Source: an optimization exercise on an open RTL-to-GDS flow (aim: a short achievable clock period and few clock cycles). Production flows keep margins and buffers that such runs may drop. The RTL was checked by simulation tests, not by an equivalence proof against the original design. No activity file was given, so power comes from the tool's default toggle rates.

===== design/flow/config.mk =====
export PLATFORM = sky130hd
export DESIGN_NAME = OTTER_MCU
export DESIGN_NICKNAME = OTTER_MCU
export VERILOG_FILES = /design/flow/design.v
export SDC_FILE = /design/flow/constraint.sdc
export NUM_CORES = 4
export LEC_CHECK = 0
export CAP_MARGIN = 20
export CORE_MARGIN = 2
export CORE_UTILIZATION = 40
export SETUP_SLACK_MARGIN = 0.2
export SLEW_MARGIN = 20

===== design/flow/constraint.sdc =====
create_clock -name core_clock -period 12.0 [get_ports {CLK}]
set_input_delay 2.4000 -clock core_clock [delete_from_list [all_inputs] [get_ports {CLK}]]
set_output_delay 2.4000 -clock core_clock [all_outputs]
set_load 0.01 [all_outputs]

===== design/flow/design.v =====
module ALU(
		input logic [31:0] A,
		input logic [31:0] B,
		input logic [3:0] ALU_FUN,
		output logic [31:0] RESULT
		);
always_comb begin
		case (ALU_FUN)
				4'b0000: RESULT = A + B;  
				4'b1000: RESULT = A - B;  
				4'b0110: RESULT = A | B;  
				4'b0111: RESULT = A & B;  
				4'b0100: RESULT = A ^ B;  
				4'b0101: RESULT = A >> B[4:0];  
				4'b0001: RESULT = A << B[4:0];  
				4'b1101: RESULT = $signed(A) >>> B[4:0];  
				4'b0010: RESULT = ($signed(A) < $signed(B)) ? 32'd1 : 32'd0;  
				4'b0011: RESULT = (A < B) ? 32'd1 : 32'd0;  
        4'b1001: RESULT = A;  
        default: RESULT = 32'd0;  
		endcase
end
endmodule
module CU_DCDR(
    input logic [6:0] opcode,
    input logic [2:0] funct3,
    input logic IR30,
    input logic br_eq,
    input logic br_ltu,
    input logic br_lt,
    output logic [3:0] ALU_FUN,
    output logic [1:0] ALU_srcA,
    output logic [2:0] ALU_srcB,
    output logic [3:0] pcSource, 
    output logic [1:0] rf_wr_sel
);
always_comb begin
    ALU_FUN = 4'b0000;
    ALU_srcA = 2'b00;
    ALU_srcB = 3'b000;
    pcSource = 4'b0000;  
    rf_wr_sel = 2'b00;
    case (opcode)
        7'b0110011: begin  
            rf_wr_sel = 2'b11;
            ALU_srcA = 2'b00;
            ALU_srcB = 3'b000;
            pcSource = 4'b0000;
            case (funct3)
                3'b000: ALU_FUN = IR30 ? 4'b1000 : 4'b0000;   
                3'b111: ALU_FUN = 4'b0111;   
                3'b110: ALU_FUN = 4'b0110;   
                3'b001: ALU_FUN = 4'b0001;   
                3'b010: ALU_FUN = 4'b0010;   
                3'b011: ALU_FUN = 4'b0011;   
                3'b101: ALU_FUN = IR30 ? 4'b1101 : 4'b0101;   
                3'b100: ALU_FUN = 4'b0100;   
                default: ALU_FUN = 4'b0000;
            endcase
        end
        7'b0010011: begin  
            rf_wr_sel = 2'b11;
            ALU_srcA = 2'b00;
            ALU_srcB = 3'b001;
            pcSource = 4'b0000;
            case (funct3)
                3'b101: ALU_FUN = IR30 ? 4'b1101 : 4'b0101;   
                default: ALU_FUN = {1'b0, funct3};
            endcase
        end
        7'b0100011: begin  
            ALU_FUN = 4'b0000;
            ALU_srcA = 2'b00;
            ALU_srcB = 3'b010;
            rf_wr_sel = 2'b00;
            pcSource = 4'b0000;
        end
        7'b1100011: begin  
            ALU_FUN = 4'b0000;
            ALU_srcA = 2'b00;
            ALU_srcB = 3'b000;
            rf_wr_sel = 2'b00;
            pcSource = 4'b0000;   
            case (funct3)
                3'b000: begin  
                    pcSource = br_eq ? 4'b0010 : 4'b0000;
                end
                3'b001: begin  
                    pcSource = !br_eq ? 4'b0010 : 4'b0000;
                end
                3'b100: begin  
                    pcSource = br_lt ? 4'b0010 : 4'b0000;
                end
                3'b101: begin  
                    pcSource = (!br_lt || br_eq) ? 4'b0010 : 4'b0000;
                end
                3'b110: begin  
                    pcSource = br_ltu ? 4'b0010 : 4'b0000;
                end
                3'b111: begin  
                    pcSource = (!br_ltu || br_eq) ? 4'b0010 : 4'b0000;
                end
                default: pcSource = 4'b0000;
            endcase
        end
        7'b0000011: begin  
            ALU_FUN = 4'b0000;
            ALU_srcA = 2'b00;
            ALU_srcB = 3'b001;
            rf_wr_sel = 2'b10;
            pcSource = 4'b0000;
        end
        7'b0110111: begin  
            ALU_FUN = 4'b1001;   
            ALU_srcA = 2'b01;
            ALU_srcB = 3'b000;
            rf_wr_sel = 2'b11;
            pcSource = 4'b0000;
        end
        7'b0010111: begin  
            ALU_FUN = 4'b0000;
            ALU_srcA = 2'b01;
            ALU_srcB = 3'b011;
            rf_wr_sel = 2'b11;
            pcSource = 4'b0000;
        end
        7'b1101111: begin  
            ALU_FUN = 4'b0000;
            ALU_srcA = 2'b00;
            ALU_srcB = 3'b000;
            rf_wr_sel = 2'b00;   
            pcSource = 4'b0011;
        end
        7'b1100111: begin  
            ALU_FUN = 4'b0000;
            ALU_srcA = 2'b00;
            ALU_srcB = 3'b001;   
            rf_wr_sel = 2'b00;   
            pcSource = 4'b0001;
        end
        default: begin
            ALU_FUN = 4'b0000;
            ALU_srcA = 2'b00;
            ALU_srcB = 3'b000;
            pcSource = 4'b0000;
            rf_wr_sel = 2'b00;
        end
    endcase
end
endmodule
module CU_FSM (
    input logic clk,
    input logic RST,
    input logic INTR,
    input logic [6:0] ir,
    output logic PCWrite,
    output logic regWrite,
    output logic memWE2,
    output logic memRDEN1,
    output logic memRDEN2,
    output logic reset
);
    typedef enum logic [1:0] {
        INIT  = 2'b00,
        FETCH = 2'b01,
        EXEC  = 2'b10
    } state_t;
    state_t current_state, next_state;
    always_ff @(posedge clk) begin
        if (RST)
            current_state <= INIT;
        else
            current_state <= next_state;
    end
    always_comb begin
        PCWrite   = 1'b0;
        regWrite  = 1'b0;
        memWE2    = 1'b0;
        memRDEN1  = 1'b0;
        memRDEN2  = 1'b0;
        reset     = 1'b0;
        next_state = current_state;
        case (current_state)
            INIT: begin
                reset = 1'b1;
                next_state = FETCH;
            end
            FETCH: begin
                memRDEN1 = 1'b1;
                next_state = EXEC;
            end
            EXEC: begin
                next_state = FETCH;   
                case (ir)
                    7'b0110011: begin   
                        regWrite = 1'b1;
                        PCWrite = 1'b1;
                    end
                    7'b0010011: begin   
                        regWrite = 1'b1;
                        PCWrite = 1'b1;
                    end
                    7'b0000011: begin   
                        memRDEN2 = 1'b1;
                        regWrite = 1'b1;
                        PCWrite = 1'b1;
                    end
                    7'b0100011: begin   
                        memWE2 = 1'b1;
                        PCWrite = 1'b1;
                    end
                    7'b1100011: begin   
                        PCWrite = 1'b1;
                    end
                    7'b0110111: begin   
                        regWrite = 1'b1;
                        PCWrite = 1'b1;
                    end
                    7'b0010111: begin   
                        regWrite = 1'b1;
                        PCWrite = 1'b1;
                    end
                    7'b1101111,         
                    7'b1100111: begin   
                        regWrite = 1'b1;
                        PCWrite = 1'b1;
                    end
                    default: begin
                        PCWrite = 1'b1;
                    end
                endcase
            end
            default: begin
                next_state = INIT;
            end
        endcase
        if (INTR && current_state != INIT) begin
            next_state = FETCH;
        end
    end
endmodule
module PC (
		input logic PC_WRITE,  
		input logic PC_RST,  
		input logic [31:0] PC_DIN,  
		input logic CLK,  
		output logic [31:0] PC_COUNT  
);
always_ff @(posedge CLK) begin
		if (PC_RST) begin
				PC_COUNT <= 32'b0;  
		end else if (PC_WRITE) begin
				PC_COUNT <= PC_DIN;  
		end
end
endmodule
module PC_MUX (
    input logic [31:0] pc,  
    input logic [31:0] jalr,  
    input logic [31:0] branch,  
    input logic [31:0] jal,  
    input logic [31:0] mtvec,  
    input logic [31:0] mepc,  
    input logic [2:0] sel,  
    output logic [31:0] out  
);
always_comb begin
    case (sel)
        3'b000: out = pc + 4;  
        3'b001: out = jalr;  
        3'b010: out = branch;  
        3'b011: out = jal;  
        3'b100: out = mtvec;  
        3'b101: out = mepc;  
        default: out = 32'b0;  
    endcase
end
endmodule
module bag(
		input logic [31:0] PC,  
		input logic [31:0] rs1,  
		input logic [31:0] j_type,  
		input logic [31:0] b_type,  
		input logic [31:0] i_type,  
		output logic [31:0] jal,  
		output logic [31:0] jalr,  
		output logic [31:0] branch  
);
always_comb begin
		branch = PC + b_type;
		jal = PC + j_type;
		jalr = rs1 + i_type;
		end
endmodule
module bcg (
    input  logic [31:0] value1, value2,    
    output logic br_eq, br_ltu, br_lts    
);
    assign br_eq  = (value1 == value2);   
    assign br_ltu = (value1 < value2);    
    assign br_lts = ($signed(value1) < $signed(value2));   
endmodule
module imm_gen (
    input  logic [31:7] instr,   
    output logic [31:0] u_type,   
    output logic [31:0] i_type,   
    output logic [31:0] s_type,   
    output logic [31:0] b_type,   
    output logic [31:0] j_type    
);
    assign u_type = {instr[31:12], 12'b0};   
    assign i_type = {{21{instr[31]}}, instr[30:20]};  
    assign s_type = {{21{instr[31]}}, instr[30:25], instr[11:7]};  
    assign b_type = {{20{instr[31]}}, instr[7], instr[30:25], instr[11:8], 1'b0};  
    assign j_type = {{12{instr[31]}}, instr[19:12], instr[20], instr[30:21], 1'b0};  
endmodule
module reg_file(
    input logic [4:0] adr1,     
    input logic [4:0] adr2,     
    input logic [4:0] wa,       
    input logic [31:0] wd,      
    input logic en,             
    input logic clk,               
    output logic [31:0] rs1,    
    output logic [31:0] rs2     
);
    logic [31:0] ram [31:0];
    always_comb begin
        rs1 = (adr1 == 0) ? 32'b0 : ram[adr1];
        rs2 = (adr2 == 0) ? 32'b0 : ram[adr2];
    end
    always_ff @ (posedge clk) begin
				    if (en && wa != 0) begin
								 ram[wa] <= wd;
						end
	  end
endmodule
module OTTER_MCU(
    input logic CLK,
    input logic RST,
    input logic INTR,
    input logic [31:0] IOBUS_IN,
    output logic [31:0] IOBUS_OUT,
    output logic [31:0] IOBUS_ADDR,
    output logic IOBUS_WR
);
    logic [31:0] pc_out;            
    logic [31:0] pc_next;           
    logic [31:0] instruction;       
    logic [31:0] ir;                
    logic [31:0] mem_data;          
    logic [31:0] rs1_data, rs2_data;
    logic [31:0] reg_wr_data;
    logic [31:0] alu_result;
    logic [3:0] alu_fun;
    logic [31:0] alu_srcA, alu_srcB;
    logic [1:0] alu_srcA_sel;
    logic [2:0] alu_srcB_sel;
    logic [3:0] pcSource;
    logic [1:0] rf_wr_sel;
    logic pc_write;
    logic reg_write;
    logic mem_we2;
    logic mem_rden1;
    logic mem_rden2;
    logic reset;
    logic [31:0] u_imm, i_imm, s_imm, b_imm, j_imm;
    logic br_eq, br_ltu, br_lt;
    logic [31:0] branch_addr, jal_addr, jalr_addr;
    PC program_counter(
        .PC_WRITE(pc_write),
        .PC_RST(reset),
        .PC_DIN(pc_next),
        .CLK(CLK),
        .PC_COUNT(pc_out)
    );
    PC_MUX pc_mux(
        .pc(pc_out),
        .jalr(jalr_addr),
        .branch(branch_addr),
        .jal(jal_addr),
        .mtvec(32'b0),   
        .mepc(32'b0),    
        .sel(pcSource[2:0]),   
        .out(pc_next)
    );
    reg_file registers(
        .adr1(instruction[19:15]),
        .adr2(instruction[24:20]),
        .wa(instruction[11:7]),
        .wd(reg_wr_data),
        .en(reg_write),
        .clk(CLK),
        .rs1(rs1_data),
        .rs2(rs2_data)
    );
    ALU alu(
        .A(alu_srcA),
        .B(alu_srcB),
        .ALU_FUN(alu_fun),
        .RESULT(alu_result)
    );
    imm_gen immediate_gen(
        .instr(instruction[31:7]),
        .u_type(u_imm),
        .i_type(i_imm),
        .s_type(s_imm),
        .b_type(b_imm),
        .j_type(j_imm)
    );
    bag branch_addr_gen(
        .PC(pc_out),
        .rs1(rs1_data),
        .j_type(j_imm),
        .b_type(b_imm),
        .i_type(i_imm),
        .jal(jal_addr),
        .jalr(jalr_addr),
        .branch(branch_addr)
    );
    bcg branch_cond_gen(
        .value1(rs1_data),
        .value2(rs2_data),
        .br_eq(br_eq),
        .br_ltu(br_ltu),
        .br_lts(br_lt)   
    );
    CU_FSM control_fsm(
        .clk(CLK),
        .RST(RST),
        .INTR(INTR),
        .ir(instruction[6:0]),
        .PCWrite(pc_write),
        .regWrite(reg_write),
        .memWE2(mem_we2),
        .memRDEN1(mem_rden1),
        .memRDEN2(mem_rden2),
        .reset(reset)
    );
    CU_DCDR control_decoder(
        .opcode(instruction[6:0]),
        .funct3(instruction[14:12]),
        .IR30(instruction[30]),
        .br_eq(br_eq),
        .br_ltu(br_ltu),
        .br_lt(br_lt),
        .ALU_FUN(alu_fun),
        .ALU_srcA(alu_srcA_sel),
        .ALU_srcB(alu_srcB_sel),
        .pcSource(pcSource),
        .rf_wr_sel(rf_wr_sel)
    );
    always_comb begin
        case(alu_srcA_sel)
            2'b00: alu_srcA = rs1_data;
            2'b01: alu_srcA = u_imm;
            default: alu_srcA = rs1_data;
        endcase
    end
    always_comb begin
        case(alu_srcB_sel)
            3'b000: alu_srcB = rs2_data;
            3'b001: alu_srcB = i_imm;
            3'b010: alu_srcB = s_imm;
            3'b011: alu_srcB = pc_out;
            default: alu_srcB = rs2_data;
        endcase
    end
    always_comb begin
        case(rf_wr_sel)
            2'b00: reg_wr_data = pc_out + 4;
            2'b01: reg_wr_data = 32'h0;
            2'b10: reg_wr_data = mem_data;
            2'b11: reg_wr_data = alu_result;
        endcase
    end
    assign IOBUS_OUT = rs2_data;
    assign IOBUS_ADDR = mem_rden1 ? pc_out : alu_result;
    assign IOBUS_WR = mem_we2;
    always_ff @(posedge CLK) begin
        if (mem_rden1)
            ir <= IOBUS_IN;
    end
    assign instruction = ir;
    always_comb begin
        if (mem_rden2)
            mem_data = IOBUS_IN;
        else 
            mem_data = 32'b0;
    end
endmodule 

===== design/flow/run.sh =====
#!/bin/bash
# synth_recipe.tcl (not shown) runs the flow's synth.tcl, then flattens the netlist and writes it again
# the make line also repeats each setting of config.mk as NAME=value (left out here)
make -C /OpenROAD-flow-scripts/flow DESIGN_CONFIG=/design/flow/config.mk WORK_HOME=/design/flow/orfs CLKGATE_MAP_FILE= SYNTH_SCRIPT=/design/flow/synth_recipe.tcl finish

==> impl_metrics.csv <==
group,metric,value,unit
cts,cts_resized,0,
critical_path,crit_required,9.60,ns
global_routing,grt_max_degree,91,
global_routing,grt_overflow_total,0,
pwr,seqPwrFrac,0.344,
pwr,p_switching,4.57,mW
cts,htreeDepth,3,
critical_path,max_stage_delay,0.87,ns
timing,skew,0.0413,ns
die,fp.dieW,411,µm
timing,slew-limit-headroom,0.0831,
pwr,leakagePower,26.1,nW
timing,fmax,87.8,MHz
timing,whs,0.624,ns
critical_path,path_buf_inv,3,
final_layout,multi_input_area,32200,µm²
die,chipHeight,411,µm
route,drtAntennaViolNets,0,
die,initial_core_util,0.403,
global_routing,grt_pass1_wl,368,mm
route,drt_first_pass_iters,6,
placed_design,gp_congestion,1.03,
critical_path,cp_cell_sequence,"buf_12 -> mux4_2 -> mux4_2 -> mux2i_1 -> nor2_1 -> inv_1 -> o21ai_0 -> ha_1 -> nor2_1 -> nand4_1 -> a211oi_1 -> nor3_1 -> o31a_1 -> a221o_1 -> o21a_1 -> a2111oi_0 -> o21ai_0 -> a211oi_2 -> a21oi_1 -> clkdlybuf4s50_1",
final_layout,regArea,32600,µm²
synthesis,async_flop_share,0,
placed_design,placed_area,70700,µm²
synthesis,ys_seq_elements,1100,
final_layout,syn_to_final_growth,12.5,%
timing,setup_violations,0,
route,vias,49900,
worst_hold_path,hold_class,"reg2reg",
critical_path,path_delay_family,"compound AO/OA/AOI/OAI gates",
critical_path,crit_arrival,8.99,ns
pwr,p_clk_frac,0.299,
placed_design,io_buffers,99,
global_routing,grt_antenna_before_repair,13,
timing,post-route-period-util,0.949,
cts,path_clk_slew,0.06,ns
pwr,vdd_ir_drop_max,0.114,mV
route,first_iter_violations,7312,
final_layout,final_core_util,0.453,
cts,cts_buffer_depth,3,
critical_path,path_max_fanout,51,
pwr,swShare,0.364,
placed_design,place_hpwl,178,mm
synthesis,synthFlopType,"edfxtp_1",
status,status,"finished clean",
timing,final_hold_viol_count,0,
synthesis,synth.avg_cell_area,13.1,µm²
critical_path,worstSetupStartpointType,"register",
final_layout,drive_gt1_frac,0.196,
timing,worstMarginPinSlew,1.37,ns
die,dieArea,169000,µm²
cts,cts-root-buf,"clkbuf_16",
die,core-area,165000,µm²
cts,post_cts_buffers,0,
timing,fin_ws,0.614,ns
timing,fin_tns_setup,0,ns
cts,cts_hold_buf,0,
cts,insertion_delay,0.79,ns
route,routedWlPerCell,35.8,µm
global_routing,grt_usage,0.307,
critical_path,slowest_stage,"dfxtp_4",
die,num_rows,149,
final_layout,final_nets,5346,
placed_design,place_inst,7183,
critical_path,crit_type,"reg2out",
cts,clock-sinks,1100,
synthesis,syn_inst,5054,
run,maxCapViolations,0,
pwr,power.total,12.6,mW
route,avgViaCountPerCell,6.74,
timing,layout_min_cycle_time,11.39,ns
final_layout,nFillCells,14800,
critical_path,cp-end-kind,"output pin",
pwr,cellPowerDensity,168,nW/µm²
synthesis,syn-cell-area,66400,µm²
timing,maxSlewViolCount,0,
pwr,internal_power,8.00,mW
synthesis,synth_edf_count,1056,
final_layout,stdcell_count,7397,
synthesis,yosysSeqAreaShare,0.491,
timing,rsz0062_at_grt,"false",
global_routing,grt_pass1_vias,47800,
synthesis,synth_cell_types,99,
critical_path,rrSetupSlack,3.70,ns
route,wl,265,mm
cts,cts_tree,"built",
final_layout,design_area,74700,µm²
cts,cts_buffers,115,
route,drc_errors,0,
die,ios,100,
placed_design,place_ws,1.51,ns
pwr,comb_power_share,0.357,
synthesis,synth_warnings,8,
==> per-layer routing <==
layer | GRT usage | vias to the layer above | wire length, µm
met1 | 0.413 | 25600 | 103000
met2 | 0.465 | 3264 | 118000
met4 | 0.156 | 4 | 15200
li1 | - | 20400 | -
met3 | 0.0683 | 628 | 28500
met5 | 0 | - | 22
==> synthesized netlist by cell type, types with 12 or more instances <==
| cell type | n | area, µm² |
|---|---|---|
| o21bai_1 | 27 | 203 |
| xnor2_1 | 59 | 517 |
| or3_1 | 20 | 125 |
| xor2_1 | 30 | 263 |
| a21o_1 | 92 | 691 |
| a211oi_1 | 57 | 428 |
| nand3_1 | 58 | 290 |
| inv_1 | 165 | 619 |
| a31oi_1 | 32 | 200 |
| and2_1 | 58 | 363 |
| nor2b_1 | 28 | 175 |
| mux2_2 | 56 | 631 |
| nand2b_1 | 25 | 156 |
| a222oi_1 | 12 | 120 |
| a221oi_1 | 41 | 359 |
| o221ai_1 | 18 | 158 |
| dfxtp_1 | 44 | 881 |
| o21ai_1 | 20 | 100 |
| a22oi_1 | 178 | 1340 |
| nor2_1 | 293 | 1100 |
| o21a_1 | 26 | 195 |
| clkbuf_1 | 223 | 837 |
| a311oi_1 | 13 | 114 |
| mux2i_1 | 461 | 4610 |
| or2_2 | 16 | 100 |
| nor4_1 | 28 | 175 |
| o31ai_1 | 24 | 180 |
| ha_1 | 196 | 2450 |
| a21oi_1 | 316 | 1580 |
| a31o_2 | 25 | 219 |
| buf_2 | 89 | 445 |
| mux4_2 | 448 | 10100 |
| o22ai_1 | 17 | 106 |
| a221o_1 | 24 | 240 |
| nand4_1 | 27 | 169 |
| nand2_1 | 253 | 950 |
| edfxtp_1 | 1056 | 31700 |
| and3_1 | 23 | 144 |
| o21ai_0 | 153 | 766 |
| o211ai_1 | 38 | 285 |
| nor3_1 | 70 | 350 |
| buf_1 | 43 | 161 |
==> cell usage in the layout (no fill, tap or decap), types with 31 or more instances in the layout <==
cell             netlist  final
a211oi_1              57     56
a21o_1                92     92
a21oi_1              316    312
a221oi_1              41     41
a22oi_1              178    178
a31oi_1               32     31
and2_1                58     57
buf_4                 11    169
clkbuf_16              0    117
clkdlybuf4s50_1        0     99
conb_1                 1     32
dfxtp_1               44     35
edfxtp_1            1056   1056
ha_1                 196    196
inv_1                165    163
mux2_2                56     56
mux2i_1              461    461
mux4_2               448    448
nand2_1              253    252
nand3_1               58     58
nor2_1               293    260
nor3_1                70     64
o211ai_1              38     38
o21ai_0              153    144
xnor2_1               59     59
==> logic make-up (layout without fill, tap and decap cells) <==
family / count (synthesis) / count (layout) / synth area share
adders and majority gates: 200 / 200 / 0.0382
DFF: 1100 / 1100 / 0.491
and+or+nand+nor: 924 / 924 / 0.0651
buffers and inverters: 541 / 661 / 0.0340
xor gates and xnor gates: 89 / 89 / 0.0117
muxes: 975 / 975 / 0.235
AOI/OAI and AO/OA: 1224 / 1224 / 0.125
other: 1 / 35 / 0.0000565
==> path summary, 6_finish.rpt <==
| kind | start | to | cells after the start |
|---|---|---|---|
| setup reg to reg | register | registers.ram[18][26] | 20 |
| setup / recovery | register | IOBUS_ADDR[16] | 20 |
| hold / removal | program_counter.PC_COUNT[23] | program_counter.PC_COUNT[23] | 2 |
| hold reg to reg | program_counter.PC_COUNT[23] | program_counter.PC_COUNT[23] | 2 |
==> power groups by stage <==
stage	clock (mW)	sequential [mW]	combinational [mW]
after floorplan	0	4.35	2.73
after global placement	0	4.41	4.33
after detailed placement	0	4.41	4.33
after CTS	3.80	4.33	4.35
after global routing	3.95	4.33	4.66
final	3.76	4.33	4.48
==> worst min-delay path, stage by stage (launching register included) <==
cell	delay [ns]
dfxtp_1	0.39
a21oi_1	0.15
a31oi_1	0.04
==> area by class of cell <==
| cell class | instances | area share |
|---|---|---|
| Clock inverter | 77 | 0.0126 |
| Sequential cell | 1100 | 0.437 |
| Multi-Input combinational cell | 3444 | 0.431 |
| Timing Repair Buffer | 281 | 0.0335 |
| Inverter | 169 | 0.00862 |
| Clock buffer | 134 | 0.0401 |
| Antenna cell | 3 | 0.000101 |
| Tap cell | 2189 | 0.0367 |
==> registers in the layout (all words and copies together), names as in the netlist, named ones only <==
name / flops
control_fsm.current_state: 2
ir: 32
program_counter.PC_COUNT: 32
registers.ram: 1024
Testbench counts, summed over its fixed seeds: cycles 53,014.

==> re-timing with driven ports <==
Ports are ideal in the flow. The routed layout listed here was re-timed in OpenROAD. Step 1 assumes that a clkbuf_16 drives the clock port and a buf_2 every other input. Step 2 also shifts input and output timing later by t, the mid clock arrival at the registers, as if the neighbouring blocks saw the same clock. a / b / c = no drivers / after step 1 / after step 2; a / b = the first two.
shift t [ns]: 0.857
slack for setup (ns): 0.614 / 0.521 / 1.379
hold WS [ns]: 0.624 / 0.624 / 0.624
worst register clock-pin slew, ns: 0.07 / 0.07
After both steps setup and hold are still met in this run. For this run, drivers alone change the setup slack by -0.093 ns; drivers and shift together by +0.765 ns.
